What follows belongs to an exercise in optimizing a design on an open flow for small area, a short achievable clock period and few clock cycles; a production flow would make more cautious choices.
Function was checked by simulation only, so behaviour that the tests miss may differ from the original.

===== design.v =====
module Bin2BCD #(parameter DATA_WIDTH=32, parameter NUM_DIGS=10)(
	input wire clk,         			 
	input wire rst,      	  			 
	input wire en,         				 
	input wire [DATA_WIDTH-1:0] din,	 
	output reg [4*NUM_DIGS-1:0] digs,    
	output reg done        				 
);
	localparam IDLE_STATE = 1'b0;
	localparam CONVERT_STATE = 1'b1;
	reg state;
	reg [DATA_WIDTH-1:0] data_reg;     
	reg [$clog2(4*NUM_DIGS)-1:0] dig_index; 	 
    always @(posedge clk)
    begin
		if(!rst)
		begin
			done <= 0;
			state <= IDLE_STATE;
			data_reg <= 0;
			digs <= 0;
			dig_index <= 0;
		end
		else
		begin
			case (state)
				IDLE_STATE :
				begin
					done <= 0;
					if (en)
					begin
					  state <= CONVERT_STATE;
					  data_reg <= din;
					  dig_index <= 0;
					end
					else
					begin
					  state <= IDLE_STATE;
					end
				end
				CONVERT_STATE:
				begin
				  digs[(dig_index*4) +: 4] <= data_reg % 10;
                    data_reg <= data_reg / 10;
                    if (dig_index == NUM_DIGS-1) begin
                        done <= 1;
                        state <= IDLE_STATE;
                    end else begin
                        dig_index <= dig_index + 1;
                    end
				end
			endcase
		end
    end   
endmodule

===== run.sh =====
#!/bin/bash
# synth_recipe.tcl (not shown) runs the flow's synth.tcl, then flattens the netlist and writes it again
# the make line also repeats each setting of config.mk as NAME=value (left out here)
make -C /OpenROAD-flow-scripts/flow DESIGN_CONFIG=/design/flow/config.mk WORK_HOME=/design/flow/orfs CLKGATE_MAP_FILE= SYNTH_SCRIPT=/design/flow/synth_recipe.tcl finish

===== config.mk =====
export PLATFORM = sky130hd
export DESIGN_NAME = Bin2BCD
export DESIGN_NICKNAME = Bin2BCD
export VERILOG_FILES = /design/flow/design.v
export SDC_FILE = /design/flow/constraint.sdc
export NUM_CORES = 4
export LEC_CHECK = 0
export CAP_MARGIN = 20
export CORE_MARGIN = 2
export CORE_UTILIZATION = 40
export SLEW_MARGIN = 20

===== constraint.sdc =====
create_clock -name core_clock -period 15.0 [get_ports {clk}]
set_input_delay 3.0000 -clock core_clock [delete_from_list [all_inputs] [get_ports {clk}]]
set_output_delay 3.0000 -clock core_clock [all_outputs]
set_load 0.01 [all_outputs]

==> results.yml <==
clock_network:
  cts_max_level: 3
  cts_sinks: 80
  root_buffer: "clkbuf_16"
  cts.repair.resized: 0
  insertion_delay_ns: 0.34
  cts.reportedPaths.clkPinSlew_ns: 0.06
  clockBufferDepth: 2
  postCtsSetupBuffers: 0
  cts_tree: "done"
  cts_buffers: 9
  ctsHoldBuffers: 0
drt:
  post_drt_wl_per_cell_um: 17.21
  drtPass1Iterations: 5
  ant_nets: 0
  finalWirelength_mm: 25.72
  drcViolationCount: 0
  vias_per_cell: 6.149
  drtIter0Drc: 764
  vias: 9187
global_routing:
  grt_pass1_vias: 8415
  globalRouteTotalUtil_pct: 21.24
  antenna_found_initial: 0
  overflow: 0
  grt_max_degree: 77
  grt_pass1_wl_mm: 42.79
min_path:
  hp-class: "flop to flop"
  hold_end: "digs[2]"
  hold_path_depth: 1
  hold_start: "digs[2]"
yosys:
  synth_edf_count: 0
  ys_types: 117
  synthCells: 1215
  synthDominantCellAreaShare_pct: 18.11
  synth_top_cell_by_area: "dfxtp_1"
  yosys-top-cells-count: "nor2_1 (107), nand2_1 (104), o21ai_0 (83)"
  synth.most_common_cell: "nor2_1"
  ys_warn_count: 1
  ys_ff_latch: 80
  syn_area_um2: 8842
  ys.flop_type: "dfxtp_1"
  syn_nets: 1255
  yosysSeqAreaShare_pct: 18.11
  async_flop_share_pct: 0
  syn_avg_cell_area_um2: 7.278
  synthTopCellsByArea: "dfxtp_1 (18%), mux2i_1 (6.0%), o21ai_0 (4.7%)"
final_layout:
  drive_above_1_share_pct: 8.237
  antennaDiodeCount: 0
  largest_reg_flops: 40
  fillers: 2204
  syn_to_final_growth_pct: 11.15
  multiInputGateArea_um2: 6645
  final_util_pct: 45.17
  finalNetCount: 1249
  register_area_um2: 1603
sta:
  tightest_slew_ns: 1.079
  setup_violations: 0
  tns_ns: 0
  finalHoldViolations: 0
  period_share_pct: 90.55
  drv_slew: 0
  post-route-min-period_ns: 13.58
  max_freq_mhz: 73.62
  fin_worst_skew_ns: 0.007650
  relSlewSlack_pct: 28.03
  rsz0062_at_grt: "false"
critical_path:
  path_class: "flop to flop"
  endpoint_kind: "flop"
  critical_path.max_stage_delay_ns: 0.89
  crit_start: "data_reg[27]"
  crit_fanout: 17
  cp_top_family: "compound AO/OA/AOI/OAI gates"
  worstPathArrival_ns: 13.82
  worstRegToRegCells: 42
  required_ns: 15.23
  critPathBufInv: 2
  r2r_end: "digs[3]"
  crit_path_start_kind: "flop"
  crit_cells: 42
  cp_common_cell: "nor4_1"
  r2r_start: "data_reg[27]"
  ff2ff_setup_slack_ns: 1.42
  slowest_stage: "a2111oi_4"
placement:
  io_buffers: 75
  place_congestion: 0.8985
  dp_hpwl_mm: 17.84
floorplanning:
  fp.dieArea_um2: 23310
  coreArea_um2: 21760
  die_w_um: 152.7
  rows: 54
  die_h_um: 152.7
  start_util_pct: 40.64
  io_pins: 76
run_status:
  status: "finished clean"
run:
  maxCapViolCount: 0
==> stage by stage <==
stage | instances | cell area, µm² | setup slack, ns | hold WS (ns)
finish | 1494 | 9828 | 1.417 | 0.5436
global placement | 1478 | 9549 | 1.780 | 0.5161
global route | 1494 | 9828 | 0.2749 | 0.5775
detailed placement | 1478 | 9549 | 1.684 | 0.5231
CTS | 1494 | 9828 | 1.635 | 0.5377
floorplan | 1215 | 8842 | 4.650 | 0.5281
==> layout make-up <==
type | instances | area share [%]
multi-input combinational | 993 | 67.61
inverter | 44 | 1.680
clock buffer | 9 | 2.292
tap | 280 | 3.565
timing repair buffer | 81 | 7.995
clock inverter | 7 | 0.5474
sequential | 80 | 16.31
==> placed cells by master, fill, tap and decap left out, drive strengths merged, types with 13 or more instances in the layout <==
master	synthesis	routed
o22ai	13	13
and2	36	36
mux2i	53	53
nand3	48	48
a31oi	20	20
and3	13	13
inv	39	41
o221a	15	15
nand2	107	107
nor2b	22	22
a211oi	18	18
o211ai	15	15
o211a	14	14
o21ai	91	91
nor2	111	111
dfxtp	80	80
nor3	49	49
clkdlybuf4s50	0	73
xnor2	22	22
a21oi	78	78
nor4	29	29
==> metal layers <==
| metal | global-route usage (%) | vias up | share of wire (%) |
|---|---|---|---|
| met3 | 5.148 | 34 | 7.3 |
| met4 | 4.982 | 0 | 1.5 |
| li1 | - | 4603 | - |
| met1 | 30.32 | 4222 | 47 |
| met5 | 0 | - | 0 |
| met2 | 32.27 | 328 | 44 |
==> worst max-delay path by stage <==
stage / endpoint / slack [ns]
after floorplan: digs[3] / 4.65
after global placement: digs[3] / 1.78
after detailed placement: digs[7] / 1.68
after CTS: digs[23] / 1.63
after global routing: digs[11] / 0.27
final: digs[3] / 1.42
==> logic make-up (layout without fill, tap and decap cells) <==
family / count (synthesis) / count (layout) / synth area share, %
buf+inv: 142 / 141 / 6.778
flops: 80 / 80 / 18.11
fa+ha+maj: 6 / 6 / 0.8207
compound gates: 414 / 414 / 35.30
simple gates: 480 / 480 / 28.60
mux: 65 / 65 / 7.528
xor+xnor: 28 / 28 / 2.858
Testbench counts, summed over its fixed seeds: cycles 35,208.

## static timing again, ports no longer ideal
Ports are ideal in the flow. The routed layout listed here was re-timed in OpenROAD. Step 1 sets driving cells, clkbuf_16 on the clock port and buf_2 on the other inputs (assumed; they add their load-dependent delay and slew). Step 2 also shifts input and output timing later by t, the mid clock arrival at the registers, as if the neighbouring blocks saw the same clock. a / b / c = no drivers / after step 1 / after step 2; a / b = the first two.
t, ns: 0.376
setup WS [ns]: 1.417 / 1.417 / 1.417
hold WS [ns]: 0.544 / 0.544 / 0.544
worst setup path at the end: register to register
After both steps setup and hold are still met in this run. For this run, drivers alone change the setup slack by 0.000 ns; drivers and shift together by 0.000 ns.
